This is an optimization exercise on Yosys and OpenROAD, whose aim is small area, not a production implementation. Function was checked by simulation only, so behaviour that the tests miss may differ from the original. Power is estimated from default activity; no workload was simulated.

==> flow/design.v (outline; a module is shown in full before it is edited, if it fits) <==
// module clock_generator: 12 lines
// module processor: 67 lines
// module mac: 954 lines
// module led_driver: 44 lines
// module trader_core: 18 lines
module trader_core(
    input logic rst,
    input logic clk,
    input logic [167:0] msg,
    output logic signal,
    output logic [31:0] balance,
    output logic cclr_neg,
    output logic clk_out,
    output logic [3:0] num,
    output logic msg_enable,
    output logic msg_type
);
  // ...
==> flow/flow/run.sh <==
#!/bin/bash
# Own flow: the standard synthesis, then an area re-mapping of its logic
# (full-adder polarity clean-up, then ABC with an area script), then the standard flow's
# standard layout from that netlist. Each tool writes its own log here.
set -euo pipefail
W=$(pwd)
R=$W/orfs/results/$FLOW_PLATFORM/trader_core/base
YOSYS=$FLOW_HOME/../tools/install/yosys/bin/yosys
[[ -x $YOSYS ]] || YOSYS=$(command -v yosys)
LIB=$FLOW_HOME/platforms/sky130hd/lib/sky130_fd_sc_hd__tt_025C_1v80.lib
DONTUSE=$(grep -o 'sky130_fd_sc_hd__[a-z0-9_]*' flow/dont_use.txt | sed 's/^/-dont_use /' | tr '\n' ' ')

bash standard.sh synth > synth_standard.log 2>&1
cp "$R/1_2_yosys.v" standard.v
python3 flow/fapol.py standard.v fapol.v > fapol.log 2>&1
sed -e "s|@LIB@|$LIB|g" -e "s|@DONTUSE@|$DONTUSE|g" flow/remap.ys > remap_run.ys
"$YOSYS" -l remap.log -q -s remap_run.ys > /dev/null 2>&1
cp remap.v "$R/1_2_yosys.v"
rm -f "$R/1_synth.odb" "$R/1_synth.sdc"
# Port buffers: the smallest buffer instead of the clkdlybuf4s50_1 buffer_ports picks.
export BUFFER_PORTS_ARGS="-buffer_cell sky130_fd_sc_hd__buf_1"
# Clock tree: smaller buffers and no dummy loads.
export CTS_ARGS="-sink_clustering_enable -repair_clock_nets -buf_list sky130_fd_sc_hd__clkbuf_8 -dont_use_dummy_load"
bash standard.sh finish > layout.log 2>&1
==> flow/flow/area.abc <==
strash
dc2
dch -f
amap
topo
==> flow/flow/dont_use.txt <==
sky130_fd_sc_hd__probe_p_8
sky130_fd_sc_hd__probec_p_8
sky130_fd_sc_hd__lpflow_bleeder_1
sky130_fd_sc_hd__lpflow_clkbufkapwr_1
sky130_fd_sc_hd__lpflow_clkbufkapwr_16
sky130_fd_sc_hd__lpflow_clkbufkapwr_2
sky130_fd_sc_hd__lpflow_clkbufkapwr_4
sky130_fd_sc_hd__lpflow_clkbufkapwr_8
sky130_fd_sc_hd__lpflow_clkinvkapwr_1
sky130_fd_sc_hd__lpflow_clkinvkapwr_16
sky130_fd_sc_hd__lpflow_clkinvkapwr_2
sky130_fd_sc_hd__lpflow_clkinvkapwr_4
sky130_fd_sc_hd__lpflow_clkinvkapwr_8
sky130_fd_sc_hd__lpflow_decapkapwr_12
sky130_fd_sc_hd__lpflow_decapkapwr_3
sky130_fd_sc_hd__lpflow_decapkapwr_4
sky130_fd_sc_hd__lpflow_decapkapwr_6
sky130_fd_sc_hd__lpflow_decapkapwr_8
sky130_fd_sc_hd__lpflow_inputiso0n_1
sky130_fd_sc_hd__lpflow_inputiso0p_1
sky130_fd_sc_hd__lpflow_inputiso1n_1
sky130_fd_sc_hd__lpflow_inputiso1p_1
sky130_fd_sc_hd__lpflow_inputisolatch_1
sky130_fd_sc_hd__lpflow_isobufsrc_1
sky130_fd_sc_hd__lpflow_isobufsrc_16
sky130_fd_sc_hd__lpflow_isobufsrc_2
sky130_fd_sc_hd__lpflow_isobufsrc_4
sky130_fd_sc_hd__lpflow_isobufsrc_8
sky130_fd_sc_hd__lpflow_isobufsrckapwr_16
sky130_fd_sc_hd__lpflow_lsbuf_lh_hl_isowell_tap_1
sky130_fd_sc_hd__lpflow_lsbuf_lh_hl_isowell_tap_2
sky130_fd_sc_hd__lpflow_lsbuf_lh_hl_isowell_tap_4
sky130_fd_sc_hd__lpflow_lsbuf_lh_isowell_4
sky130_fd_sc_hd__lpflow_lsbuf_lh_isowell_tap_1
sky130_fd_sc_hd__lpflow_lsbuf_lh_isowell_tap_2
sky130_fd_sc_hd__lpflow_lsbuf_lh_isowell_tap_4
==> flow/flow/fapol.py <==
#!/usr/bin/env python3
"""Flip full adders (FA(~a,~b,~c) = ~FA(a,b,c)) to cut inverters between adder cells.
usage: fapol.py in.v out.v   (flat mapped netlist, one module)"""
import re, sys, random
src = open(sys.argv[1]).read()
cell_re = re.compile(r'^(\s*)(sky130_fd_sc_hd__\w+)\s+(\S+)\s*\((.*?)\);', re.S | re.M)
pin_re = re.compile(r'\.(\w+)\(\s*(\\\S+ |[^()\s]+)\s*\)')
cells = []
for m in cell_re.finditer(src):
    pins = {p: v.strip() for p, v in pin_re.findall(m.group(4))}
    cells.append(dict(type=m.group(2), name=m.group(3), pins=pins, span=m.span()))
drv = {}
for i, c in enumerate(cells):
    for p, v in c['pins'].items():
        if p in ('X', 'Y', 'SUM', 'COUT', 'Q', 'Q_N', 'HI', 'LO'):
            drv[v] = (i, p)
def isinv(c): return re.match(r'sky130_fd_sc_hd__(clk)?inv_\d+$', c['type'])
def isfa(c): return re.match(r'sky130_fd_sc_hd__fa_\d+$', c['type'])
def isha(c): return re.match(r'sky130_fd_sc_hd__ha_\d+$', c['type'])
def resolve(net):
    par = 0
    while net in drv and isinv(cells[drv[net][0]]):
        net = cells[drv[net][0]]['pins']['A']; par ^= 1
    return net, par
adders = [i for i, c in enumerate(cells) if isfa(c)]   # half adders are re-mapped as plain logic
edges = []   # (src cell, dst cell, parity)
for i in adders:
    c = cells[i]
    for p in ('A', 'B', 'CIN'):
        if p not in c['pins']: continue
        n, par = resolve(c['pins'][p])
        if n in drv and drv[n][0] in adders:
            edges.append((drv[n][0], i, par))
flip = {i: 0 for i in adders}
free = [i for i in adders if isfa(cells[i])]
adj = {i: [] for i in adders}
for e in edges:
    adj[e[0]].append(e); adj[e[1]].append(e)
def cost_of(i):
    return sum(p ^ flip[s] ^ flip[d] for s, d, p in adj[i])
def total(): return sum(p ^ flip[s] ^ flip[d] for s, d, p in edges)
print("edges", len(edges), "odd before", total(), file=sys.stderr)
best = dict(flip); bestc = total()
rng = random.Random(1)
for rnd in range(30):
    changed = True
    while changed:
        changed = False
        for i in free:
            c0 = cost_of(i); flip[i] ^= 1
            if cost_of(i) < c0: changed = True
            else: flip[i] ^= 1
    t = total()
    if t < bestc: bestc = t; best = dict(flip)
    flip = dict(best)
    for i in rng.sample(free, len(free) // 10): flip[i] ^= 1
flip = best
print("odd after", bestc, "flipped", sum(flip.values()), file=sys.stderr)
# rewrite
out = []; pos = 0; k = [0]; newwires = []; extra = []
def fresh():
    k[0] += 1; n = f"_fapol_{k[0]}_"; newwires.append(n); return n
for i, c in enumerate(cells):
    if not flip.get(i): continue
    s, e = c['span']
    body = src[s:e]
    for p in list(c['pins']):
        v = c['pins'][p]
        w = fresh()
        if p in ('A', 'B', 'CIN'):
            extra.append(f"  sky130_fd_sc_hd__inv_1 _fapoli_{k[0]}_ (.A({v} ), .Y({w}));")
        else:
            extra.append(f"  sky130_fd_sc_hd__inv_1 _fapoli_{k[0]}_ (.A({w}), .Y({v} ));")
        c['pins'][p] = w
    pins = ",\n".join(f"    .{p}({v}{' ' if v.startswith(chr(92)) else ''})" for p, v in c['pins'].items())
    out.append((s, e, f"  {c['type']} {c['name']} (\n{pins}\n  );"))
res = []; pos = 0
for s, e, txt in sorted(out):
    res.append(src[pos:s]); res.append(txt); pos = e
res.append(src[pos:])
res = "".join(res)
# declare wires after the module header's port list, add cells before endmodule
hdr_end = res.index(';', res.index('module ')) + 1
res = res[:hdr_end] + "\n" + "".join(f"  wire {w};\n" for w in newwires) + res[hdr_end:]
idx = res.rindex('endmodule')
res = res[:idx] + "\n".join(extra) + "\n" + res[idx:]
open(sys.argv[2], 'w').write(res)
==> flow/flow/remap.ys <==
# Re-map the standard synthesis's logic for area. Flip-flops and full adders
# stay as they are (kept as black boxes); every other cell is read back as its
# liberty function and mapped again by ABC with an area-oriented script.
read_liberty -overwrite -ignore_miss_func @LIB@
read_verilog -overwrite fapol.v
hierarchy -top trader_core
blackbox sky130_fd_sc_hd__fa_1 sky130_fd_sc_hd__fa_2 sky130_fd_sc_hd__fa_4 sky130_fd_sc_hd__dfxtp_1 sky130_fd_sc_hd__dfxtp_2 sky130_fd_sc_hd__dfxtp_4 sky130_fd_sc_hd__edfxtp_1 sky130_fd_sc_hd__conb_1
flatten
rename -hide w:_*
opt -purge
abc -liberty @LIB@ @DONTUSE@ -script flow/area.abc
opt_clean -purge
splitnets
opt_clean -purge
hilomap -singleton -hicell sky130_fd_sc_hd__conb_1 HI -locell sky130_fd_sc_hd__conb_1 LO
insbuf -buf sky130_fd_sc_hd__buf_4 A X
opt_clean -purge
read_liberty -lib -overwrite -ignore_miss_func @LIB@
check -assert
stat -liberty @LIB@
write_verilog -noattr -nohex -nodec remap.v
==> flow/standard.sh <==
#!/bin/bash
# synth_recipe.tcl (not shown) runs the flow's synth.tcl, then flattens the netlist and writes it again
# the make line also repeats each setting of config.mk as NAME=value (left out here)
make -C /OpenROAD-flow-scripts/flow DESIGN_CONFIG=/design/flow/config.mk WORK_HOME=/design/flow/orfs CLKGATE_MAP_FILE= SYNTH_SCRIPT=/design/flow/synth_recipe.tcl "${@:-finish}"
==> flow/config.mk <==
export PLATFORM = sky130hd
export DESIGN_NAME = trader_core
export DESIGN_NICKNAME = trader_core
export VERILOG_FILES = /design/flow/design.v
export SDC_FILE = /design/flow/constraint.sdc
export NUM_CORES = 4
export LEC_CHECK = 0
export ABC_AREA = 1
export ABC_CLOCK_PERIOD_IN_PS = 100000
export CAP_MARGIN = 20
export CORE_MARGIN = 2
export CORE_UTILIZATION = 40
export SLEW_MARGIN = 20
==> flow/constraint.sdc <==
create_clock -name core_clock -period 12.0 [get_ports {clk}]
set_input_delay 2.4000 -clock core_clock [delete_from_list [all_inputs] [get_ports {clk}]]
set_output_delay 2.4000 -clock core_clock [all_outputs]
set_load 0.01 [all_outputs]
==> impl.org, run 1 <==
** STA
- Unrepaired setup endpoints after global routing :: no
- For the pin with the worst max-slew slack, the measured transition is a little over 1 ns.
- Post-Route Hold Slack :: 0.317 ns
- In this run the tightest slew margin relative to its limit is 31.6%.
- Number of failing setup endpoints in the final timing report :: 0

** Power
- Combinational group power :: between 4 and 5 mW
- Fraction of power consumed by the clock network :: a little under 6%
- The design draws between 5 and 6 mW.
- In this run switching power makes up roughly 52% of total power.
- Summed over all cells, the static leakage comes to 6.96 nW.
- Clk pwr :: 335 uW

** Routing
- Number of detailed-route iterations in the first pass :: 6
- Count of unresolved DRC violations after routing :: 0
- The detailed router finished its first iteration with between 2000 and 2500 violations.
- Overall via count from detail_route :: 18500

** Clock tree
- Post-CTS repair changed the size of 0 cells.
- CTS tree :: done
- In this run, post-CTS hold repair placed 0 buffers.
- Total clock buffers created by CTS :: 17
- CTS sink count :: ~190
- After clock tree synthesis, the clock-pin slew on the worst setup and hold paths is around 0.090 ns.

** Final layout
- In the final design database the tool counted just under 3000 nets.
- The library cells used most frequently in the layout, excluding fill and tap cells, are 341 x sky130_fd_sc_hd__nor2_1, 299 x sky130_fd_sc_hd__o22ai_1, 256 x sky130_fd_sc_hd__nand2_1.
- Share of layout cells above drive strength 1 :: around 4.4%
- In the final layout, clock buffers and inverters account for under 10% of the cell area.
- Final core area utilization :: 45.3%

** Global routing
- Global routing used 38.8% of the available met1 tracks.
- Global routing used around two fifths of the available met2 tracks.
- GRT Resource Usage Total :: a little over a quarter

** Worst setup path
- The worst register-to-register path begins at process.balance[11].
- Crit-path most repeated cell :: sky130_fd_sc_hd__nor2_1
- STA puts the critical path data arrival time at around 12 ns.
- The worst setup path is launched from an input port.

** Floorplan
- Across the placement rows, the number of tap cells is 600.
- Width of the die :: approximately 220 um
- The die covers about 0.047 mm2.

** Min path
- The tightest min-delay check is of the reg2reg type.

** Status
- Run status :: complete, no violations

** Placement
- Buffers placed on the I/O ports in this run total around 150.
==> inputs of run 2 (changes only) <==
==> flow/flow/area.abc (replaced) <==
strash
dch -f
amap
topo
--- a/flow/flow/fapol.py
+++ b/flow/flow/fapol.py
@@ -16,6 +16,7 @@
             drv[v] = (i, p)
 def isinv(c): return re.match(r'sky130_fd_sc_hd__(clk)?inv_\d+$', c['type'])
 def isfa(c): return re.match(r'sky130_fd_sc_hd__fa_\d+$', c['type'])
+def isff(c): return re.match(r'sky130_fd_sc_hd__e?dfx', c['type'])
 def isha(c): return re.match(r'sky130_fd_sc_hd__ha_\d+$', c['type'])
 def resolve(net):
     par = 0
@@ -29,11 +30,14 @@
     for p in ('A', 'B', 'CIN'):
         if p not in c['pins']: continue
         n, par = resolve(c['pins'][p])
-        if n in drv and drv[n][0] in adders:
+        if n in drv and (drv[n][0] in adders or isff(cells[drv[n][0]])):
+            # a flip-flop cannot absorb an inversion: it is a source of fixed polarity
             edges.append((drv[n][0], i, par))
 flip = {i: 0 for i in adders}
+for s_, d_, p_ in edges:
+    flip.setdefault(s_, 0)
 free = [i for i in adders if isfa(cells[i])]
-adj = {i: [] for i in adders}
+adj = {i: [] for i in flip}
 for e in edges:
     adj[e[0]].append(e); adj[e[1]].append(e)
 def cost_of(i):
--- a/flow/config.mk
+++ b/flow/config.mk
@@ -9,5 +9,5 @@
 export ABC_CLOCK_PERIOD_IN_PS = 100000
 export CAP_MARGIN = 20
 export CORE_MARGIN = 2
-export CORE_UTILIZATION = 40
+export CORE_UTILIZATION = 72
 export SLEW_MARGIN = 20
==> run 2 against run 1 <==
Clock skew rose by 0.0076 ns. Highest routed layer unchanged. Routed wire length fell by 2.3%. Register-to-register slack got worse by 0.14 ns. First-iteration DRC count rose by 66%. Worst hold slack got worse by 0.015 ns.
==> impl.org, run 2 <==
** Placement
- The count of buffers from port buffering came to 154 (unchanged).
- The instance area at placement came to 0.0196 mm2 (was 0.0201 mm2).
- The half-perimeter wire length after detailed placement came to 47.1 mm (was 51.2 mm).
- Number of placed cells counting well taps :: 2747 (was 3117)
- The final weighted congestion in routability-driven placement is 0.999 (was 0.930).

** Worst setup path
- The slowest stage cell on the critical path is sky130_fd_sc_hd__fa_1 (was sky130_fd_sc_hd__clkinv_1).
- Kind of end point of the critical path :: flop (unchanged)
- Maximum single-stage delay on the critical path :: 0.51 ns (was 0.55 ns)
- The required time of the critical path was 12.35 ns (was 12.43 ns).
- The arrival time of the worst setup path came to 11.61 ns (was 11.80 ns).
- The critical path launch point type is an input port (unchanged).
- The type of the setup path with the least slack is in2reg (unchanged).
- The depth of the most critical reg-to-reg path was 38 (was 37).
- Maximum fanout encountered on the critical timing path :: 23 (was 20)
- Crit-path most repeated cell :: sky130_fd_sc_hd__nor2_1 (unchanged)

** STA
- Number of failing setup endpoints in the final timing report :: 0 (unchanged)
- The post-route fraction of the period consumed by the critical path was 93.9% (was 94.8%).
- The max-slew violation count came to 0 (unchanged).
- The transition time of the tightest slew-check pin came to 1.05 ns (was 1.03 ns).
- The clock period minus final worst setup slack was 11.26 ns (was 11.37 ns).
- The setup skew after layout was 0.0536 ns (was 0.0461 ns).
- Worst slew margin :: 29.7% (was 31.6%)
- Count of final hold-check violations :: 0 (unchanged)
- The sum of negative setup slack came to 0 ns (unchanged).
- The highest achievable clock rate is 88.8 MHz (was 87.9 MHz).
- Post-Route Hold Slack :: 0.303 ns (was 0.317 ns)
- Unrepaired setup endpoints after global routing: no (unchanged).

** Power
- The total leakage power is 6.81 nW (was 6.96 nW).
- The part of the power in registers came to 12.3% (was 12.2%).
- The internal power contribution came to 2.79 mW (was 2.81 mW).
- Combinational cell fraction of total power :: 81.8% (was 82.0%)
- The switching power share of the total is 52.6% (was 51.7%).
- The power per cell area is 296 mW/mm2 (was 284 mW/mm2).
- Net switching component of the power :: 3.10 mW (was 3.00 mW)
- Worst vdd rail ir drop :: 0.647 mV (was 0.419 mV)
- The proportion of power drawn by the clock network was 5.9% (was 5.8%).

** Global routing
- The global-route congestion overflow total was 0 (unchanged).
- Global-route wire length before repair :: 98.7 mm (was 99.4 mm)
- Vias in the first global route :: 18900 (was 17000)
- The largest net degree at the start of global routing was 62 (was 90).
- The number of antenna violations at the first check in global routing came to 4 (was 9).
- GRT Resource Usage Total :: 48.6% (was 27.5%)

** Routing
- The wire length per cell after detailed routing came to 23.0 um (was 20.8 um).
- Routed wire length :: 63.9 mm (was 65.4 mm)
- The post-detailed-route via-to-cell ratio came to 7.14 (was 5.90).
- ANT nets after route :: 0 (unchanged)
- DR iter-0 viols :: 3364 (was 2028)
- Count of unresolved DRC violations after routing :: 0 (unchanged)
- Overall via count from detail_route :: 19800 (was 18500)
- Number of detailed-route iterations in the first pass :: 13 (was 6)

** Final layout
- Leading cell type in the layout, fill and taps excluded :: sky130_fd_sc_hd__o22ai_1 (was sky130_fd_sc_hd__nor2_1)
- The layout cell share with drive strength beyond 1 is 4.21% (was 4.38%).
- Commonest cells after routing, fill and taps aside: 287 x sky130_fd_sc_hd__o22ai_1, 279 x sky130_fd_sc_hd__nor2_1, 272 x sky130_fd_sc_hd__nand2_1 (was 341 x sky130_fd_sc_hd__nor2_1, 299 x sky130_fd_sc_hd__o22ai_1, 256 x sky130_fd_sc_hd__nand2_1).
- Count of non-filler cells in the finished layout :: 2773 (was 3137)
- Synthesis-to-layout area growth :: 10.1% (was 12.6%)
- The final layout net count is 2872 (was 2961).
- Layout fillers :: 1644 (was 4615)
- Final standard cell area without fillers :: 0.0199 mm2 (was 0.0204 mm2)

** Flow run
- # Max-Cap Violations :: 0 (unchanged)

** Clock tree
- Clock insertion delay at the later pin of the skew report :: 0.49 ns (was 0.51 ns)
- The clock sink count was 187 (unchanged).
- The CTS tree is done (unchanged).
- The clock-pin transition on the worst setup and hold timing paths is 0.10 ns (was 0.09 ns).
- The deepest clock path buffer count is 2 (unchanged).
- The number of hold-repair buffers added at the cts stage was 0 (unchanged).
- The H-tree depth came to 4 (unchanged).
- The cell at the root of the clock tree was sky130_fd_sc_hd__clkbuf_8 (unchanged).
- The TritonCTS buffer count was 17 (unchanged).

** Logic synthesis
- Nets in the synthesized netlist :: 2631 (was 2709)
- The number of instances in the synthesized netlist came to 2207 (was 2285).
- The average cell area after synthesis is 8.19 um2 (was 7.94 um2).
- The area of the mapped netlist is 0.0181 mm2 (about the same).
- The count of yosys warnings during synthesis was 3 (unchanged).

** Floorplan
- Site Rows :: 57 (was 78)
- Placeable core region :: 0.0245 mm2 (was 0.0451 mm2)
- Width of the die :: 162 um (was 217 um)
- The die height was 162 um (was 217 um).
- The count of pins on the block boundary is 211 (unchanged).
- The starting density of the core was 73.9% (was 40.3%).
- DIE AREA :: 0.0264 mm2 (was 0.0471 mm2)

** Status
- Run status: complete, no violations (unchanged).

** Min path
- The number of cells on the worst hold path is 0 (unchanged).
- Class of the tightest hold or removal check :: reg2reg (unchanged)
[run 2: layout make-up]
cell class | instances | area, um2 | area share (%)
Antenna cell | 3 | 7.51 | 0.0377
Timing Repair inverter | 1 | 5.00 | 0.0251
Timing Repair Buffer | 221 | 1090 | 5.50
Inverter | 201 | 771 | 3.87
Multi-Input combinational cell | 1819 | 13600 | 68.3
Clock buffer | 17 | 234 | 1.18
Sequential cell | 187 | 3780 | 19.0
Tap cell | 324 | 405 | 2.04
[run 2: layer usage]
metal | vias to the layer above | part of all wire (%) | track usage (%)
li1 | 8663 | - | -
met1 | 9034 | 33 | 58.7
met2 | 1666 | 44 | 75.5
met3 | 421 | 15 | 17.2
met4 | 4 | 7.2 | 28.6
met5 | - | 0.047 | 0
[run 2: final timing paths]
check	slack, ns	startpoint	to
max	0.74	msg[45]	process.balance[31]
min reg2reg	0.30	driver.quo[13]	driver.quo[14]
min	0.30	driver.quo[13]	driver.quo[14]
max reg2reg	4.01	process.balance[11]	process.balance[31]
[run 2: timing repair]
item / 4_1_cts / 5_1_grt
buffers inserted: 0 / 5
endpoints found under the hold margin: 0 / 0
setup endpoints to repair: 0 / 3
gates resized for setup: 0 / 10
[run 2: worst max-delay path, delay by kind of cell]
family	cells	cell delay, ns
and+or+nand+nor	25	4.11
AOI/OAI and AO/OA	4	0.99
buffers and inverters	12	1.81
adders and majority gates	7	2.25
[run 2: per-stage QoR]
step,util (%),setup WS [ns],power (mW)
final,81.4,0.738,5.89
after floorplan,-,0.0524,4.21
after global routing,81.4,0.0542,6.51
after global placement,80.0,0.424,5.01
after CTS,81.0,0.282,5.73
after detailed placement,80.0,-0.188,5.37
[run 2: power by group through the flow]
stage,Sequential (mW),Combinational (mW),Clock [mW]
5_1_grt,0.726,5.41,0.369
4_1_cts,0.720,4.66,0.344
2_1_floorplan,0.714,3.50,0
6_report,0.722,4.82,0.350
3_5_place_dp,0.733,4.64,0
3_3_place_gp,0.729,4.29,0
==> inputs of run 3 (changes only) <==
--- a/flow/config.mk
+++ b/flow/config.mk
@@ -9,5 +9,5 @@
 export ABC_CLOCK_PERIOD_IN_PS = 100000
 export CAP_MARGIN = 20
 export CORE_MARGIN = 2
-export CORE_UTILIZATION = 72
+export CORE_UTILIZATION = 40
 export SLEW_MARGIN = 20
==> run 3 against run 2 <==
Still clean on timing, DRC and antenna. Worst hold slack gained 0.011 ns. Fmax grew 0.69%. Cell count grew 10%. Critical path depth shrank 7. Clock power shrank 5%. Combinational power shrank 1%. First-iteration DRC count shrank 47%. Global-route usage shrank 21 points. Sequential power shrank 2%. Power shrank 1.6%.
==> impl.org, run 3 <==
** Worst setup path
- The arrival time of the worst setup path is 11.54 ns (was 11.61 ns).
- Maximum fanout encountered on the critical timing path :: 18 (was 23)
- The critical path launch point type was an input port (unchanged).
- Crit-path most repeated cell :: sky130_fd_sc_hd__fa_1 (was sky130_fd_sc_hd__nor2_1)
- The slowest stage cell on the critical path was sky130_fd_sc_hd__clkinv_1 (was sky130_fd_sc_hd__fa_1).
- The kind of end point of the critical path is a flop (unchanged).
- The peak per-stage delay on the critical path came to 0.62 ns (was 0.51 ns).
- The type of the setup path with the least slack is in2reg (unchanged).
- The required time of the critical path came to 12.36 ns (was 12.35 ns).

** Clock tree
- Clock root buffer master :: sky130_fd_sc_hd__clkbuf_8 (unchanged)
- The TritonCTS buffer count came to 17 (unchanged).
- The clock sink count is 187 (unchanged).
- Total number of H-tree levels :: 4 (unchanged)
- The number of setup buffers added after CTS is 0 (unchanged).
- The source-to-sink clock delay at the later pin of the worst-skew pair was 0.49 ns (about the same).
- The CTS tree is done (unchanged).
- Count of instances resized after the clock tree is built :: 0 (unchanged)
- The number of hold-repair buffers added at the cts stage was 0 (unchanged).
- Clock transition at the registers of the reported paths :: 0.09 ns (was 0.10 ns)
- The deepest clock path buffer count was 2 (unchanged).

** Global routing
- The all-layer global routing usage is 27.1% (was 48.6%).
- Global-route wire length before repair :: 98.6 mm (was 98.7 mm)
- The global-route congestion overflow total is 0 (unchanged).
- The number of antenna violations at the first check in global routing was 4 (unchanged).
- Pin count of the biggest net entering global routing :: 58 (was 62)
- The number of global-route vias before repair came to 17300 (was 18900).

** Final layout
- Synthesis-to-layout area growth :: 12.5% (was 10.1%)
- Leading cell type in the layout, fill and taps excluded :: sky130_fd_sc_hd__o22ai_1 (unchanged)
- The utilization of the core after routing came to 45.8% (was 81.4%).
- Layout fillers :: 4399 (was 1644)
- Commonest cells after routing, fill and taps aside :: 288 x sky130_fd_sc_hd__o22ai_1, 279 x sky130_fd_sc_hd__nor2_1, 272 x sky130_fd_sc_hd__nand2_1 (was 287 x sky130_fd_sc_hd__o22ai_1, 279 x sky130_fd_sc_hd__nor2_1, 272 x sky130_fd_sc_hd__nand2_1)
- Share of layout cells above drive strength 1 :: 4.47% (was 4.21%)
- The final layout net count came to 2887 (was 2872).
- Reg area :: 0.00378 mm2 (unchanged)
- The area used by multi-input combinational logic came to 0.0136 mm2 (about the same).

** Logic synthesis
- The area of the mapped netlist came to 0.0181 mm2 (unchanged).
- Average cell area after synthesis :: 8.19 um2 (unchanged)
- Mapped Cells :: 2207 (unchanged)
- The count of yosys warnings during synthesis was 3 (unchanged).
- The synthesized net count is 2631 (unchanged).

** Routing
- Count of unresolved DRC violations after routing :: 0 (unchanged)
- The count of TritonRoute iterations in the first routing pass was 8 (was 13).
- Routed wire length :: 63.3 mm (was 63.9 mm)
- DR WL/cell :: 20.7 um (was 23.0 um)
- DR vias/cell :: 5.98 (was 7.14)
- DR iter-0 viols :: 1790 (was 3364)
- The remaining antenna violation count is 0 (unchanged).
- The overall via count from detail_route came to 18300 (was 19800).

** STA
- Number of failing setup endpoints in the final timing report :: 0 (unchanged)
- Accumulated negative setup slack :: 0 ns (unchanged)
- Minimum clock period after layout :: 11.19 ns (was 11.26 ns)
- The setup skew after layout was 0.0310 ns (was 0.0536 ns).
- Unrepaired setup endpoints after global routing :: no (unchanged)
- Post-Route Hold Slack :: 0.313 ns (was 0.303 ns)
- The post-route fraction of the period consumed by the critical path is 93.2% (was 93.9%).
- The worst slew slack as a fraction of its limit came to 18.2% (was 29.7%).
- The count of endpoints failing hold in the final timing report is 0 (unchanged).
- Achievable frequency :: 89.4 MHz (was 88.8 MHz)
- The max-slew violation count is 0 (unchanged).
- Worst Tran Pin Value :: 1.22 ns (was 1.05 ns)

** Flow run
- The max-cap violation count came to 0 (unchanged).

** Placement
- The final weighted congestion in routability-driven placement was 0.931 (was 0.999).
- Detailed Place HPWL :: 49.5 mm (was 47.1 mm)
- Count of input and output buffers :: 154 (unchanged)

** Floorplan
- The die span in x came to 217 um (was 162 um).
- Placeable core region :: 0.0444 mm2 (was 0.0245 mm2)
- The number of placement rows came to 77 (was 57).
- DIE AREA :: 0.0469 mm2 (was 0.0264 mm2)
- I/O pins :: 211 (unchanged)
- The die height came to 217 um (was 162 um).
- Initial core utilization :: 40.7% (was 73.9%)

** Power
- The power dissipated by switching net loads is 3.03 mW (was 3.10 mW).
- The internal power contribution came to 2.77 mW (was 2.79 mW).
- Combinational cell fraction of total power :: 82.0% (was 81.8%)
- LEAKAGE :: 6.89 nW (was 6.81 nW)
- The maximum ir drop on the vdd rail was 0.424 mV (was 0.647 mV).
- Fraction of power consumed by the clock network :: 5.7% (was 5.9%)
- Portion of total power attributed to sequential cells :: 12.2% (was 12.3%)
- The switching power share of the total is 52.3% (was 52.6%).
- The total power draw was 5.80 mW (was 5.89 mW).
- Pwr/cell area :: 285 mW/mm2 (was 296 mW/mm2)

** Status
- Run status :: complete, no violations (unchanged)

** Min path
- The class of the tightest hold or removal check is reg2reg (unchanged).
==> run 3: path summary, 6_finish.rpt <==
check,start,depth (start not counted),to,slack [ns]
setup / recovery,msg[44],41,process.balance[31],0.81
hold / removal,driver.quo[9],0,driver.quo[10],0.31
setup reg to reg,process.balance[11],37,process.balance[31],4.25
hold reg to reg,driver.quo[9],0,driver.quo[10],0.31
==> run 3: stage by stage <==
step                      setup slack (ns)  instances  area (um2)
final                                0.815       3054       20300
after global routing                 0.226       3054       20300
after CTS                            0.968       3052       20300
after detailed placement             0.481       3035       20100
after global placement               0.495       3035       20100
after floorplan                     0.0524       2207       18100
==> run 3: power by group through the flow <==
stage / registers, mW / clock network [mW] / logic (mW)
2_1_floorplan: 0.714 / 0 / 3.50
3_3_place_gp: 0.723 / 0 / 4.64
3_5_place_dp: 0.724 / 0 / 4.75
4_1_cts: 0.711 / 0.339 / 4.77
5_1_grt: 0.717 / 0.360 / 5.40
6_report: 0.710 / 0.332 / 4.75
==> run 3: per-layer routing <==
layer	part of all wire [%]	vias to the layer above	global-route usage, %
met4	2.9	4	8.38
met3	8.8	114	5.67
met1	42	8604	36.4
met2	46	842	43.8
met5	0.044	-	0
li1	-	8701	-
==> run 3: area by class of cell <==
cell class | count | share of cell area, %
clock buffer | 17 | 1.15
tap | 592 | 3.64
inverter | 201 | 3.71
multi-input combinational | 1819 | 66.8
sequential | 187 | 18.6
timing repair buffer | 237 | 6.09
antenna | 1 | 0.0123
==> run 3: worst max-delay path: cells and delay by family <==
| kind | cells | cell delay, ns |
|---|---|---|
| adder cells (fa/ha/maj) | 10 | 4.28 |
| AND/OR/NAND/NOR | 15 | 1.73 |
| buffers and inverters | 8 | 1.60 |
| AO/OA/AOI/OAI | 7 | 1.17 |
| XOR/XNOR | 1 | 0.32 |
==> inputs of run 4 (changes only) <==
--- a/flow/config.mk
+++ b/flow/config.mk
@@ -9,5 +9,6 @@
 export ABC_CLOCK_PERIOD_IN_PS = 100000
 export CAP_MARGIN = 20
 export CORE_MARGIN = 2
-export CORE_UTILIZATION = 40
+export CORE_UTILIZATION = 65
+export GPL_TIMING_DRIVEN = 0
 export SLEW_MARGIN = 20
==> run 4 against run 3 <==
Still clean on timing, DRC and antenna. Highest routed layer unchanged. Clock-buffer cell count did not move. Sequential share of layout area rose by 0.28 points. First-iteration DRC count rose by 19%.
==> impl.org, run 4 <==
** Status
- Run status :: complete, no violations (unchanged)

** Floorplan
- The count of pins on the block boundary came to 211 (unchanged).
- Placeable core region :: 0.0276 mm2 (was 0.0444 mm2)
- The number of placement rows was 61 (was 77).
- Vertical die dimension :: 171 um (was 217 um)
- The area of the die is 0.0292 mm2 (was 0.0469 mm2).
- Width of the die :: 171 um (was 217 um)
- Initial core utilization :: 65.6% (was 40.7%)

** Min path
- The class of the tightest hold or removal check was reg2reg (unchanged).
- Launch instance of the worst min-delay path :: driver.quo[8] (was driver.quo[9])

** STA
- The worst slew slack as a fraction of its limit is 19.7% (was 18.2%).
- Number of failing setup endpoints in the final timing report :: 0 (unchanged)
- Worst Tran Pin Value :: 1.20 ns (was 1.22 ns)
- The highest achievable clock rate came to 88.0 MHz (was 89.4 MHz).
- Post-Route Hold Slack :: 0.321 ns (was 0.313 ns)
- The max-slew violation count is 0 (unchanged).
- Post-route clock period utilization :: 94.7% (was 93.2%)
- Count of final hold-check violations :: 0 (unchanged)
- The clock period minus final worst setup slack is 11.37 ns (was 11.19 ns).
- The setup skew after layout came to 0.0417 ns (was 0.0310 ns).

** Global routing
- The all-layer global routing usage came to 41.1% (was 27.1%).
- Grt total ovfl :: 0 (unchanged)
- The number of global-route vias before repair is 17900 (was 17300).
- The wire length of the first global-routing pass came to 92.0 mm (was 98.6 mm).
- Pin count of the biggest net entering global routing :: 39 (was 58)
- The number of antenna violations at the first check in global routing was 3 (was 4).

** Placement
- The final weighted congestion in routability-driven placement came to 0.942 (was 0.931).
- Post-detailed-placement cell area :: 0.0196 mm2 (was 0.0201 mm2)
- Detailed Place HPWL :: 43.0 mm (was 49.5 mm)
- The count of buffers from port buffering is 154 (unchanged).

** Routing
- DR WL/cell :: 21.5 um (was 20.7 um)
- Routed wire length :: 59.9 mm (was 63.3 mm)
- Number of detailed-route iterations in the first pass :: 6 (was 8)
- The overall via count from detail_route is 18900 (was 18300).
- Count of unresolved DRC violations after routing :: 0 (unchanged)
- The number of violations reported at the end of detailed-routing iteration 0 was 2139 (was 1790).
- The remaining antenna violation count is 0 (unchanged).
- The post-detailed-route via-to-cell ratio is 6.77 (was 5.98).

** Worst setup path
- Kind of end point of the critical path :: flop (unchanged)
- Crit-path most repeated cell :: sky130_fd_sc_hd__nor2_1 (was sky130_fd_sc_hd__fa_1)
- Data arrival time at the worst-slack endpoint :: 11.80 ns (was 11.54 ns)
- Required time of the worst setup path :: 12.43 ns (was 12.36 ns)
- Count of buffer and inverter cells on the critical path :: 14 (was 8)
- Worst setup path class :: in2reg (unchanged)
- The start point of the critical path was msg[45] (was msg[44]).
- Maximum fanout encountered on the critical timing path :: 24 (was 18)
- The slowest stage cell on the critical path was sky130_fd_sc_hd__fa_1 (was sky130_fd_sc_hd__clkinv_1).
- R2r startpoint :: process.balance[11] (unchanged)
- CP delay by family, top :: adder cells (unchanged)
- The peak per-stage delay on the critical path came to 0.56 ns (was 0.62 ns).
- The critical path launch point type is an input port (unchanged).

** Clock tree
- The CTS tree is done (unchanged).
- Total clock buffers created by CTS :: 17 (unchanged)
- Clock root buffer master :: sky130_fd_sc_hd__clkbuf_8 (unchanged)
- Clock insertion delay at the later pin of the skew report :: 0.52 ns (was 0.49 ns)
- The clock-pin transition on the worst setup and hold timing paths came to 0.11 ns (was 0.09 ns).
- Buffer levels on the longest clock path :: 2 (unchanged)
- CTS sink count :: 187 (unchanged)
- The H-tree depth was 4 (unchanged).

** Final layout
- Final core area utilization :: 72.7% (was 45.8%)
- The commonest non-fill, non-tap cell in the layout was sky130_fd_sc_hd__o22ai_1 (unchanged).
- The final-layout fill cell count is 2268 (was 4399).
- # nets final :: 2833 (was 2887)
- Commonest cells after routing, fill and taps aside :: 282 x sky130_fd_sc_hd__o22ai_1, 279 x sky130_fd_sc_hd__nor2_1, 268 x sky130_fd_sc_hd__nand2_1 (was 288 x sky130_fd_sc_hd__o22ai_1, 279 x sky130_fd_sc_hd__nor2_1, 272 x sky130_fd_sc_hd__nand2_1)
- The post-route cell area is 0.0200 mm2 (was 0.0203 mm2).
- Multi-input combinational cell area :: 0.0138 mm2 (was 0.0136 mm2)
- The area added between synthesis and finish is 10.8% (was 12.5%).
- Reg area :: 0.00378 mm2 (unchanged)
- The layout cell share with drive strength beyond 1 is 3.74% (was 4.47%).

** Logic synthesis
- The synthesized net count came to 2631 (unchanged).
- Mapped Cells :: 2207 (unchanged)
- Netlist Area Pre-Place :: 0.0181 mm2 (unchanged)
- Number of warnings printed during yosys synthesis :: 3 (unchanged)
- Average cell area after synthesis :: 8.19 um2 (unchanged)

** Power
- The power per cell area was 280 mW/mm2 (was 285 mW/mm2).
- The total leakage power came to 6.79 nW (was 6.89 nW).
- The maximum ir drop on the vdd rail was 0.549 mV (was 0.424 mV).

** Flow run
- The max-cap violation count is 0 (unchanged).
[run 4: cell type report]
type	instances	share of cell area, %
well taps	378	2.36
flip-flops and latches	187	18.9
multi-input cells	1820	68.7
diodes	3	0.0375
inverters	201	3.90
clock buffers	17	1.17
repair buffers	182	4.99
[run 4: routing by layer]
metal | global-route usage (%) | wire, um | vias up
li1 | - | - | 8601
met3 | 11.5 | 6990 | 248
met2 | 64.7 | 27200 | 1258
met5 | 0 | 16 | -
met4 | 24.5 | 3620 | 2
met1 | 50.6 | 22100 | 8758
[run 4: metrics by stage]
stage	instances	power [mW]	worst slack (ns)	TNS, ns
finish	2788	5.61	0.633	0
global placement	2739	5.04	-3.67	-115.69
global route	2787	6.25	-0.0195	-0.0195
detailed placement	2759	5.22	-2.11	-10.53
CTS	2776	5.58	0.0483	0
floorplan	2207	4.21	0.0524	0
[run 4: power by group]
| part | switching [mW] | internal (mW) | leakage, nW | total (mW) |
|---|---|---|---|---|
| Sequential | 0.0305 | 0.688 | 1.53 | 0.718 |
| Clock | 0.205 | 0.125 | 0.122 | 0.331 |
| Combinational | 2.62 | 1.94 | 5.13 | 4.56 |
| Total | 2.86 | 2.76 | 6.79 | 5.61 |
[run 4: worst register-to-register path, delay by kind of cell (launching register included)]
family | cells | cell delay (ns)
buffers and inverters | 9 | 0.83
adder cells (fa/ha/maj) | 9 | 3.72
AO/OA/AOI/OAI | 3 | 0.58
AND/OR/NAND/NOR | 17 | 2.22
flip-flops | 1 | 0.39
[run 4: final timing paths]
kind | slack (ns) | cells past startpoint | endpoint
worst max-delay path | 0.63 | 47 | process.balance[31]
worst min register to register | 0.32 | 0 | driver.quo[9]
worst min-delay path | 0.32 | 0 | driver.quo[9]
worst max register to register | 4.18 | 38 | process.balance[31]
[run 4: repair_timing]
item	CTS	global route
cloned	0	1
pin swaps	0	1
resized for setup	7	10
hold buffers	0	0
setup endpoints to repair	7	4
buffers inserted	0	7
==> inputs of run 5 (changes only) <==
--- a/flow/config.mk
+++ b/flow/config.mk
@@ -10,5 +10,4 @@
 export CAP_MARGIN = 20
 export CORE_MARGIN = 2
 export CORE_UTILIZATION = 65
-export GPL_TIMING_DRIVEN = 0
 export SLEW_MARGIN = 20
==> run 5 against run 4 <==
Still clean on timing, DRC and antenna. Power up 0.78%. Routed wire length shrank 0.40%. Register-to-register slack improved by 0.16 ns. Cell area is 0.41% lower. Critical path depth fell by 1. Clock power is essentially flat. First-iteration DRC count grew 5.4%. Critical endpoint unchanged. Largest cell class unchanged. Highest routed layer unchanged.
==> impl.org, run 5 <==
** Status
- Run status: complete, no violations (unchanged).

** Worst setup path
- The slowest stage cell on the critical path is sky130_fd_sc_hd__clkinv_1 (was sky130_fd_sc_hd__fa_1).
- Kind of end point of the critical path :: flop (unchanged)
- Maximum fanout encountered on the critical timing path :: 18 (was 24)
- Required time of the worst setup path :: 12.41 ns (was 12.43 ns)
- The arrival time of the worst setup path is 11.59 ns (was 11.80 ns).
- The cell occurring most often along the worst timing path is sky130_fd_sc_hd__nor2_1 (unchanged).
- The type of the setup path with the least slack is in2reg (unchanged).
- The critical path launch point type is an input port (unchanged).
- Maximum single-stage delay on the critical path :: 0.60 ns (was 0.56 ns)

** Power
- LEAKAGE :: 6.83 nW (was 6.79 nW)
- The part of the power in registers is 12.7% (was 12.8%).
- Internal cell power :: 2.75 mW (was 2.76 mW)
- The fraction of power consumed by combinational cells came to 81.4% (was 81.3%).
- Worst vdd rail ir drop :: 0.434 mV (was 0.549 mV)
- Fraction of power consumed by the clock network :: 5.8% (was 5.9%)
- The power per cell area was 284 mW/mm2 (was 280 mW/mm2).
- The switching power share of the total came to 51.4% (was 50.9%).
- Net switching component of the power :: 2.91 mW (was 2.86 mW)

** Clock tree
- The deepest clock path buffer count was 2 (unchanged).
- The number of setup buffers added after CTS came to 0 (unchanged).
- The H-tree depth is 4 (unchanged).
- Count of instances resized after the clock tree is built :: 0 (was 7)
- The CTS tree is done (unchanged).
- Clock root buffer master :: sky130_fd_sc_hd__clkbuf_8 (unchanged)
- Hold buffer count at CTS :: 0 (unchanged)
- The TritonCTS buffer count is 17 (unchanged).
- Clock transition at the registers of the reported paths :: 0.10 ns (was 0.11 ns)
- The clock sink count was 187 (unchanged).
- The source-to-sink clock delay at the later pin of the worst-skew pair is 0.50 ns (was 0.52 ns).

** STA
- Accumulated negative setup slack :: 0 ns (unchanged)
- The worst slew slack as a fraction of its limit came to 15.4% (was 19.7%).
- Setup repair after global routing left no endpoint under its margin.
- Achievable frequency :: 89.4 MHz (was 88.0 MHz)
- The setup skew after layout is 0.0316 ns (was 0.0417 ns).
- The max-slew violation count came to 0 (unchanged).
- Number of failing setup endpoints in the final timing report :: 0 (unchanged)
- The count of endpoints failing hold in the final timing report came to 0 (unchanged).
- Post-route clock period utilization :: 93.2% (was 94.7%)
- The clock period minus final worst setup slack came to 11.18 ns (was 11.37 ns).
- Worst Tran Pin Value :: 1.26 ns (was 1.20 ns)

** Final layout
- # nets final :: 2875 (was 2833)
- Synthesis-to-layout area growth :: 10.4% (was 10.8%)
- The final-layout fill cell count is 2242 (was 2268).
- The utilization of the core after routing was 72.4% (was 72.7%).
- Leading cell type in the layout, fill and taps excluded :: sky130_fd_sc_hd__o22ai_1 (unchanged)
- Commonest cells after routing, fill and taps aside :: 288 x sky130_fd_sc_hd__o22ai_1, 279 x sky130_fd_sc_hd__nor2_1, 272 x sky130_fd_sc_hd__nand2_1 (was 282 x sky130_fd_sc_hd__o22ai_1, 279 x sky130_fd_sc_hd__nor2_1, 268 x sky130_fd_sc_hd__nand2_1)
- The layout cell share with drive strength beyond 1 is 4.04% (was 3.74%).

** Floorplan
- I/O pins :: 211 (unchanged)
- The die span in x is 171 um (unchanged).
- The area of the die came to 0.0292 mm2 (unchanged).
- The total core area is 0.0276 mm2 (unchanged).
- Vertical die dimension :: 171 um (unchanged)
- Site Rows :: 61 (unchanged)
- The starting density of the core is 65.6% (unchanged).

** Routing
- The overall via count from detail_route was 18700 (was 18900).
- DR WL/cell :: 21.1 um (was 21.5 um)
- Number of detailed-route iterations in the first pass :: 6 (unchanged)
- DR iter-0 viols :: 2255 (was 2139)
- The wire length reported by the detailed router was 59.7 mm (was 59.9 mm).
- DR vias/cell :: 6.62 (was 6.77)
- The detailed-route DRC error count was 0 (unchanged).
- ANT nets after route :: 0 (unchanged)

** Logic synthesis
- Mapped Cells :: 2207 (unchanged)
- Average cell area after synthesis :: 8.19 um2 (unchanged)
- Netlist Area Pre-Place :: 0.0181 mm2 (unchanged)
- Nets in the synthesized netlist :: 2631 (unchanged)
- The count of yosys warnings during synthesis was 3 (unchanged).

** Placement
- The count of buffers from port buffering was 154 (unchanged).
- Detailed Place HPWL :: 45.3 mm (was 43.0 mm)
- The final weighted congestion in routability-driven placement is 0.989 (was 0.942).

** Global routing
- Grt total ovfl :: 0 (unchanged)
- GRT Resource Usage Total :: 41.8% (was 41.1%)
- The wire length of the first global-routing pass was 92.5 mm (was 92.0 mm).
- The largest net degree at the start of global routing came to 62 (was 39).
- Initial antenna violation count :: 2 (was 3)
- Vias in the first global route :: 17500 (was 17900)

** Flow run
- # Max-Cap Violations :: 0 (unchanged)

** Min path
- Class of the tightest hold or removal check :: reg2reg (unchanged)
## run 5: changes by cell type in the layout (fill, tap and decap cells not counted), sizes merged
cell / change
inv: -2
clkinv: +2
buf: +42
diode: -1
clkbuf: +1
nand2: -1
## run 5: power by group through the flow
stage / logic [mW] / clock network [mW] / registers [mW]
finish: 4.61 / 0.331 / 0.719
global route: 5.16 / 0.357 / 0.724
CTS: 4.57 / 0.336 / 0.720
detailed placement: 4.53 / 0 / 0.733
global placement: 4.37 / 0 / 0.729
floorplan: 3.50 / 0 / 0.714
## run 5: final timing paths
path                             from             endpoint  slack (ns)  cells after the start
setup / recovery              msg[42]  process.balance[31]        0.82                     46
hold / removal         driver.quo[21]       driver.quo[22]        0.31                      0
setup reg to reg  process.balance[11]  process.balance[31]        4.34                     38
hold reg to reg        driver.quo[21]       driver.quo[22]        0.31                      0
## run 5: cell type report
type / instances / area (um2) / share of cell area [%]
sequential: 187 / 3780 / 19.0
inverter: 201 / 756 / 3.79
clock buffer: 17 / 234 / 1.17
tap: 378 / 473 / 2.37
antenna: 2 / 5.00 / 0.0251
timing repair buffer: 225 / 1110 / 5.59
multi-input combinational: 1819 / 13600 / 68.1
## run 5: through the flow
stage,power (mW),area [um2],setup WS [ns],cells,hold slack [ns]
detailed placement,5.26,19700,0.538,2810,0.314
global route,6.24,19900,0.247,2827,0.316
global placement,5.09,19700,0.711,2810,0.310
floorplan,4.21,18100,0.0524,2207,0.310
finish,5.66,19900,0.819,2829,0.306
CTS,5.62,19900,1.08,2827,0.315
## run 5: worst max-delay path, delay by kind of cell
family	cells	cell delay, ns
fa+ha+maj	8	3.40
buf+inv	14	2.33
simple gates	19	2.27
compound gates	5	1.16
## run 5: layer usage
metal	vias up	routed length, um	track usage [%]
met5	-	11	0
met4	2	3540	23.5
met3	216	7250	10.8
met2	1184	26900	65.0
met1	8679	22000	53.3
li1	8660	-	-
==> inputs of run 6 (changes only) <==
--- a/flow/flow/run.sh
+++ b/flow/flow/run.sh
@@ -20,5 +20,5 @@
 # Port buffers: the smallest buffer instead of the clkdlybuf4s50_1 buffer_ports picks.
 export BUFFER_PORTS_ARGS="-buffer_cell sky130_fd_sc_hd__buf_1"
 # Clock tree: smaller buffers and no dummy loads.
-export CTS_ARGS="-sink_clustering_enable -repair_clock_nets -buf_list sky130_fd_sc_hd__clkbuf_8 -dont_use_dummy_load"
+export CTS_ARGS="-sink_clustering_enable -repair_clock_nets -buf_list sky130_fd_sc_hd__clkbuf_8 -sink_clustering_size 10 -dont_use_dummy_load"
 bash standard.sh finish > layout.log 2>&1
==> flow/flow/area.abc (replaced) <==
strash
dc2
dch -f
amap
topo
--- a/flow/config.mk
+++ b/flow/config.mk
@@ -9,5 +9,5 @@
 export ABC_CLOCK_PERIOD_IN_PS = 100000
 export CAP_MARGIN = 20
 export CORE_MARGIN = 2
-export CORE_UTILIZATION = 65
+export CORE_UTILIZATION = 40
 export SLEW_MARGIN = 20
==> run 6 against run 5 <==
Still clean on timing, DRC and antenna. Clock-buffer cell count is the same. Critical path depth decreased by 3. Fmax up 1.7%. Cell area rose by 2.5%. Sequential cell count is the same. Register-to-register slack got worse by 0.05 ns. Critical path type unchanged.
==> impl.org, run 6 <==
** Worst setup path
- The critical path launch point type is an input port (unchanged).
- The cell occurring most often along the worst timing path was sky130_fd_sc_hd__nor2_1 (unchanged).
- Kind of end point of the critical path :: flop (unchanged)
- Internal reg-to-reg setup slack :: 4.29 ns (was 4.34 ns)
- The peak per-stage delay on the critical path is 0.54 ns (was 0.60 ns).
- The slowest stage cell on the critical path is sky130_fd_sc_hd__fa_1 (was sky130_fd_sc_hd__clkinv_1).
- Maximum fanout encountered on the critical timing path :: 16 (was 18)
- The depth of the most critical reg-to-reg path was 37 (was 38).
- The arrival time of the worst setup path was 11.45 ns (was 11.59 ns).
- Required time of the worst setup path :: 12.45 ns (was 12.41 ns)
- Worst setup path class :: in2reg (unchanged)

** Min path
- The number of cells on the worst hold path is 0 (unchanged).
- The class of the tightest hold or removal check is reg2reg (unchanged).

** Routing
- The wire length reported by the detailed router came to 63.6 mm (was 59.7 mm).
- DR vias/cell :: 5.85 (was 6.62)
- ANT nets after route :: 0 (unchanged)
- The overall via count from detail_route is 18400 (was 18700).
- The detailed-route DRC error count was 0 (unchanged).
- Number of detailed-route iterations in the first pass :: 6 (unchanged)
- DR WL/cell :: 20.3 um (was 21.1 um)
- DR iter-0 viols :: 1716 (was 2255)

** Flow run
- The max-cap violation count was 0 (unchanged).

** Clock tree
- The number of setup buffers added after CTS is 0 (unchanged).
- Buffer levels on the longest clock path :: 2 (unchanged)
- Clock insertion delay at the later pin of the skew report :: 0.54 ns (was 0.50 ns)
- Total clock buffers created by CTS :: 17 (unchanged)
- Clock transition at the registers of the reported paths :: 0.10 ns (about the same)
- The clock sink count came to 187 (unchanged).
- The H-tree depth is 4 (unchanged).
- Clock root buffer master :: sky130_fd_sc_hd__clkbuf_8 (unchanged)
- The CTS tree was done (unchanged).

** Floorplan
- Width of the die :: 217 um (was 171 um)
- Site Rows :: 78 (was 61)
- Vertical die dimension :: 217 um (was 171 um)
- The area of the die came to 0.0472 mm2 (was 0.0292 mm2).
- The starting density of the core was 40.3% (was 65.6%).
- Placeable core region :: 0.0451 mm2 (was 0.0276 mm2)
- The count of pins on the block boundary was 211 (unchanged).

** Status
- Run status :: complete, no violations (unchanged)

** STA
- Unrepaired setup endpoints after global routing: no (unchanged).
- The worst hold slack came to 0.319 ns (was 0.306 ns).
- Minimum clock period after layout :: 11.00 ns (was 11.18 ns)
- The count of endpoints failing hold in the final timing report was 0 (unchanged).
- Worst slew margin :: 29.7% (was 15.4%)
- The setup skew after layout was 0.0312 ns (was 0.0316 ns).
- The transition time of the tightest slew-check pin was 1.05 ns (was 1.26 ns).
- The max-slew violation count came to 0 (unchanged).
- Number of failing setup endpoints in the final timing report :: 0 (unchanged)
- Post-route clock period utilization :: 91.7% (was 93.2%)
- The highest achievable clock rate was 90.9 MHz (was 89.4 MHz).
- The sum of negative setup slack was 0 ns (unchanged).

** Final layout
- Commonest cells after routing, fill and taps aside: 316 x sky130_fd_sc_hd__nor2_1, 307 x sky130_fd_sc_hd__o22ai_1, 261 x sky130_fd_sc_hd__nand2_1 (was 288 x sky130_fd_sc_hd__o22ai_1, 279 x sky130_fd_sc_hd__nor2_1, 272 x sky130_fd_sc_hd__nand2_1).
- Count of non-filler cells in the finished layout :: 3138 (was 2829)
- Layout fillers :: 4629 (was 2242)
- The area added between synthesis and finish is 12.4% (was 10.4%).
- The commonest non-fill, non-tap cell in the layout was sky130_fd_sc_hd__nor2_1 (was sky130_fd_sc_hd__o22ai_1).
- The layout cell share with drive strength beyond 1 is 4.41% (was 4.04%).
- # nets final :: 2963 (was 2875)

** Global routing
- GRT Resource Usage Total :: 27.5% (was 41.8%)
- The wire length of the first global-routing pass came to 100 mm (was 92.5 mm).
- Grt total ovfl :: 0 (unchanged)
- The largest net degree at the start of global routing was 64 (was 62).
- Initial antenna violation count :: 7 (was 2)
- The number of global-route vias before repair came to 17600 (was 17500).

** Logic synthesis
- The count of yosys warnings during synthesis is 3 (unchanged).
- The number of instances in the synthesized netlist is 2285 (was 2207).
- The synthesized net count was 2709 (was 2631).
- The average cell area after synthesis came to 7.96 um2 (was 8.19 um2).
- The area of the mapped netlist was 0.0182 mm2 (was 0.0181 mm2).

** Power
- Pwr/cell area :: 303 mW/mm2 (was 284 mW/mm2)
- The total power draw came to 6.19 mW (was 5.66 mW).
- The total leakage power is 6.94 nW (was 6.83 nW).
- Worst vdd rail ir drop :: 0.692 mV (was 0.434 mV)

** Placement
- Detailed Place HPWL :: 50.1 mm (was 45.3 mm)
- Placer Congestion :: 0.935 (was 0.989)
- The cell count after placement came to 3119 (was 2810).
- The count of buffers from port buffering came to 154 (unchanged).
[run 6: power breakdown]
part / switching [mW] / internal [mW]
registers: 0.0190 / 0.687
logic: 3.08 / 2.08
clock network: 0.206 / 0.125
[run 6: final cells by class]
cell class	count	area [um2]	area share [%]
Antenna cell	1	2.50	0.0122
Inverter	226	856	4.19
Tap cell	600	751	3.67
Multi-Input combinational cell	1872	13600	66.6
Timing Repair Buffer	234	1190	5.83
Timing Repair inverter	1	7.51	0.0367
Clock buffer	17	234	1.14
Sequential cell	187	3780	18.5
[run 6: worst max-delay path, delay by kind of cell]
| family | cells | cell delay [ns] |
|---|---|---|
| and+or+nand+nor | 18 | 2.34 |
| buffers and inverters | 12 | 1.75 |
| adders and majority gates | 9 | 3.96 |
| AOI/OAI and AO/OA | 4 | 0.95 |
[run 6: metrics by stage]
stage               setup WS, ns  util (%)  area, um2
detailed placement         0.399      44.8      20200
global placement           0.441      44.8      20200
CTS                        0.970      45.3      20400
finish                      1.00      45.3      20400
floorplan                 0.0580         -      18200
global route               0.136      45.3      20400
[run 6: final timing paths]
| check | startpoint | end |
|---|---|---|
| max | msg[43] | process.balance[31] |
| max reg2reg | process.balance[11] | process.balance[31] |
| min reg2reg | driver.quo[17] | driver.quo[18] |
| min | driver.quo[17] | driver.quo[18] |
[run 6: metal layers]
metal  track usage [%]  part of all wire, %  vias to the layer above  wire length [um]
met5                 0                 0.14                        -                91
met1              36.8                   43                     8646             27300
met3              5.63                  8.0                      118              5110
met2              43.5                   45                      764             28900
met4              11.2                  3.5                       12              2210
li1                  -                    -                     8818                 -
[run 6: what timing repair did]
action                                  in CTS  in global routing
hold buffers                                 0                  0
resized for setup                            0                  3
endpoints found under the setup margin       0                 31
==> inputs of run 7 (changes only) <==
--- a/flow/flow/run.sh
+++ b/flow/flow/run.sh
@@ -20,5 +20,5 @@
 # Port buffers: the smallest buffer instead of the clkdlybuf4s50_1 buffer_ports picks.
 export BUFFER_PORTS_ARGS="-buffer_cell sky130_fd_sc_hd__buf_1"
 # Clock tree: smaller buffers and no dummy loads.
-export CTS_ARGS="-sink_clustering_enable -repair_clock_nets -buf_list sky130_fd_sc_hd__clkbuf_8 -sink_clustering_size 10 -dont_use_dummy_load"
+export CTS_ARGS="-sink_clustering_enable -repair_clock_nets -buf_list sky130_fd_sc_hd__clkbuf_8 -sink_clustering_max_diameter 60 -dont_use_dummy_load"
 bash standard.sh finish > layout.log 2>&1
==> run 7 against run 6 <==
Sequential power hardly changed. Sequential share of layout area unchanged. Routed wire length did not move. Fmax is the same. First-iteration DRC count unchanged. Utilization unchanged. Cell count stayed put. Critical endpoint unchanged. Synthesized area unchanged. Die area stayed put. Cell area is the same.
==> impl.org, run 7 <==
** Global routing
- Initial antenna violation count :: 7 (unchanged)
- Global-route wire length before repair :: 100 mm (unchanged)
- The global-route congestion overflow total was 0 (unchanged).
- The largest net degree at the start of global routing was 64 (unchanged).
- The all-layer global routing usage was 27.5% (unchanged).
- Vias in the first global route :: 17600 (unchanged)

** Flow run
- # Max-Cap Violations :: 0 (unchanged)

** Floorplan
- Initial core utilization :: 40.3% (unchanged)
- I/O pins :: 211 (unchanged)
- The area of the die came to 0.0472 mm2 (unchanged).
- Width of the die :: 217 um (unchanged)
- Placeable core region :: 0.0451 mm2 (unchanged)
- Vertical die dimension :: 217 um (unchanged)
- Site Rows :: 78 (unchanged)

** Placement
- Placer Congestion :: 0.935 (unchanged)
- The count of buffers from port buffering was 154 (unchanged).
- Detailed Place HPWL :: 50.1 mm (unchanged)
- The worst slack after detailed placement is 0.399 ns (unchanged).

** STA
- The count of endpoints failing hold in the final timing report came to 0 (unchanged).
- Post-Route Hold Slack :: 0.319 ns (unchanged)
- The minimum setup slack in the final design was 1.00 ns (unchanged).
- The sum of negative setup slack is 0 ns (unchanged).
- The number of endpoints failing setup at the final stage came to 0 (unchanged).
- The setup skew after layout came to 0.0312 ns (unchanged).
- Post-route clock period utilization :: 91.7% (unchanged)
- Worst slew margin :: 29.7% (unchanged)
- Unrepaired setup endpoints after global routing :: no (unchanged)
- Achievable frequency :: 90.9 MHz (unchanged)
- The transition time of the tightest slew-check pin is 1.05 ns (unchanged).
- Final number of max-transition violations :: 0 (unchanged)
- The clock period minus final worst setup slack is 11.00 ns (unchanged).

** Clock tree
- The total of cells resized after clock tree synthesis was 0 (unchanged).
- Total number of H-tree levels :: 4 (unchanged)
- CTS tree :: done (unchanged)
- Total clock buffers created by CTS :: 17 (unchanged)
- The cell at the root of the clock tree was sky130_fd_sc_hd__clkbuf_8 (unchanged).
- Post CTS Setup Buffer Count :: 0 (unchanged)
- Clock insertion delay at the later pin of the skew report :: 0.54 ns (about the same)
- The clock-pin transition on the worst setup and hold timing paths was 0.10 ns (about the same).
- The deepest clock path buffer count came to 2 (unchanged).
- The clock sink count was 187 (unchanged).
- The number of hold-repair buffers added at the cts stage was 0 (unchanged).

** Power
- Worst vdd rail ir drop :: 0.692 mV (unchanged)
- The total leakage power came to 6.94 nW (unchanged).
- The part of the power in registers is 11.4% (about the same).
- Combinational cell fraction of total power :: 83.3% (about the same)
- The internal power contribution came to 2.89 mW (unchanged).
- Net switching component of the power :: 3.31 mW (unchanged)
- The switching power share of the total is 53.4% (unchanged).
- Fraction of power consumed by the clock network :: 5.3% (about the same)
- Pwr/cell area :: 303 mW/mm2 (unchanged)

** Worst setup path
- The kind of end point of the critical path is a flop (unchanged).
- Crit-path most repeated cell :: sky130_fd_sc_hd__nor2_1 (unchanged)
- Maximum fanout encountered on the critical timing path :: 16 (unchanged)
- The critical path launch point type is an input port (unchanged).
- Worst setup path class :: in2reg (unchanged)
- Register-to-Register Path Depth :: 37 (unchanged)
- Required time of the worst setup path :: 12.45 ns (about the same)
- Internal reg-to-reg setup slack :: 4.29 ns (about the same)
- The slowest stage cell on the critical path is sky130_fd_sc_hd__fa_1 (unchanged).
- The peak per-stage delay on the critical path came to 0.54 ns (about the same).
- The endpoint of the most critical register-to-register path was process.balance[31] (unchanged).
- The startpoint of the lowest-slack register-to-register path was process.balance[11] (unchanged).
- Data arrival time at the worst-slack endpoint :: 11.45 ns (about the same)

** Routing
- ANT nets after route :: 0 (unchanged)
- The wire length reported by the detailed router was 63.6 mm (unchanged).
- The detailed-route DRC error count was 0 (unchanged).
- The post-detailed-route via-to-cell ratio was 5.85 (unchanged).
- Number of detailed-route iterations in the first pass :: 6 (unchanged)
- The overall via count from detail_route is 18400 (unchanged).
- The number of violations reported at the end of detailed-routing iteration 0 was 1716 (unchanged).
- The wire length per cell after detailed routing was 20.3 um (unchanged).

** Final layout
- Commonest cells after routing, fill and taps aside :: 316 x sky130_fd_sc_hd__nor2_1, 307 x sky130_fd_sc_hd__o22ai_1, 261 x sky130_fd_sc_hd__nand2_1 (unchanged)
- Synthesis-to-layout area growth :: 12.4% (unchanged)
- # nets final :: 2963 (unchanged)
- The layout cell share with drive strength beyond 1 came to 4.41% (unchanged).
- The commonest non-fill, non-tap cell in the layout is sky130_fd_sc_hd__nor2_1 (unchanged).

** Min path
- Cells on Worst Hold Path :: 0 (unchanged)
- The endpoint of the worst hold-timing path is driver.quo[18] (unchanged).
- The class of the tightest hold or removal check was reg2reg (unchanged).
- The launch instance of the worst min-delay path was driver.quo[17] (unchanged).

** Logic synthesis
- Mapped Cells :: 2285 (unchanged)
- Netlist Area Pre-Place :: 0.0182 mm2 (unchanged)
- Nets in the synthesized netlist :: 2709 (unchanged)
- The count of yosys warnings during synthesis came to 3 (unchanged).
- The average cell area after synthesis came to 7.96 um2 (unchanged).

** Status
- Run status: complete, no violations (unchanged).
## run 7: final cells by class
class                           count  area (um2)
Timing Repair inverter              1        7.51
Inverter                          226         856
Timing Repair Buffer              234        1190
Tap cell                          600         751
Antenna cell                        1        2.50
Fill cell                        4629       24700
Sequential cell                   187        3780
Clock buffer                       17         234
Multi-Input combinational cell   1872       13600
## run 7: how the worst max path moves through the flow
| stage | slack, ns | endpoint | start | cells past startpoint |
|---|---|---|---|---|
| 3_5_place_dp | 0.40 | process.balance[31] | msg[43] | 43 |
| 6_report | 1.00 | process.balance[31] | msg[43] | 43 |
| 2_1_floorplan | 0.06 | process.bestBid[22] | msg[82] | 52 |
| 3_3_place_gp | 0.44 | process.balance[31] | msg[43] | 43 |
| 5_1_grt | 0.14 | process.myAsk[25] | msg[82] | 57 |
| 4_1_cts | 0.97 | process.balance[31] | msg[43] | 43 |
## run 7: layer usage
layer / track usage [%] / routed length, um / vias up
li1: - / - / 8818
met1: 36.8 / 27300 / 8646
met2: 43.5 / 28900 / 764
met3: 5.63 / 5110 / 118
met4: 11.2 / 2210 / 12
met5: 0 / 91 / -
## run 7: per-stage QoR
step	util, %	total power, mW	instances	cell area [um2]
global placement	44.8	5.79	3119	20200
CTS	45.3	6.26	3136	20400
floorplan	-	4.38	2285	18200
global route	45.3	6.96	3138	20400
finish	45.3	6.19	3138	20400
detailed placement	44.8	5.92	3119	20200
## run 7: critical path: cells and delay by family
| family | cells | cell delay, ns |
|---|---|---|
| adders and majority gates | 9 | 3.96 |
| buffers and inverters | 12 | 1.75 |
| AOI/OAI and AO/OA | 4 | 0.95 |
| and+or+nand+nor | 18 | 2.34 |
## run 7: power groups by stage
stage	sequential (mW)	combinational, mW	clock, mW
global placement	0.719	5.07	0
finish	0.706	5.16	0.330
floorplan	0.713	3.67	0
global route	0.712	5.89	0.364
detailed placement	0.720	5.20	0
CTS	0.707	5.21	0.346

[what the ideal ports hide]
In the flow no input, the clock included, has a driving cell. The finished layouts below were timed again as built, in two steps.
Step 1: set_driving_cell puts a clkbuf_16 on clk and a buf_2 on each other input, an assumption about the parent block.
Step 2 also shifts input and output timing later by t, the mid clock arrival at the registers, as if the neighbouring blocks saw the same clock.
Slacks: ideal ports / drivers / drivers and shift; pairs: ideal ports / drivers.
run | shift t [ns] | setup WS [ns] | slew at the worst register clock pin (ns)
run 1 | 0.526 | 0.628 / 0.645 / 0.119 | 0.12 / 0.12
run 2 | 0.515 | 0.738 / 0.765 / 0.250 | 0.12 / 0.12
run 3 | 0.518 | 0.815 / 0.838 / 0.320 | 0.10 / 0.10
run 4 | 0.550 | 0.633 / 0.651 / 0.101 | 0.11 / 0.11
run 5 | 0.538 | 0.819 / 0.848 / 0.309 | 0.10 / 0.10
run 6 | 0.583 | 1.001 / 1.032 / 0.450 | 0.10 / 0.10
run 7 | 0.583 | 1.001 / 1.032 / 0.450 | 0.10 / 0.10
After both steps every run listed still meets setup and hold.
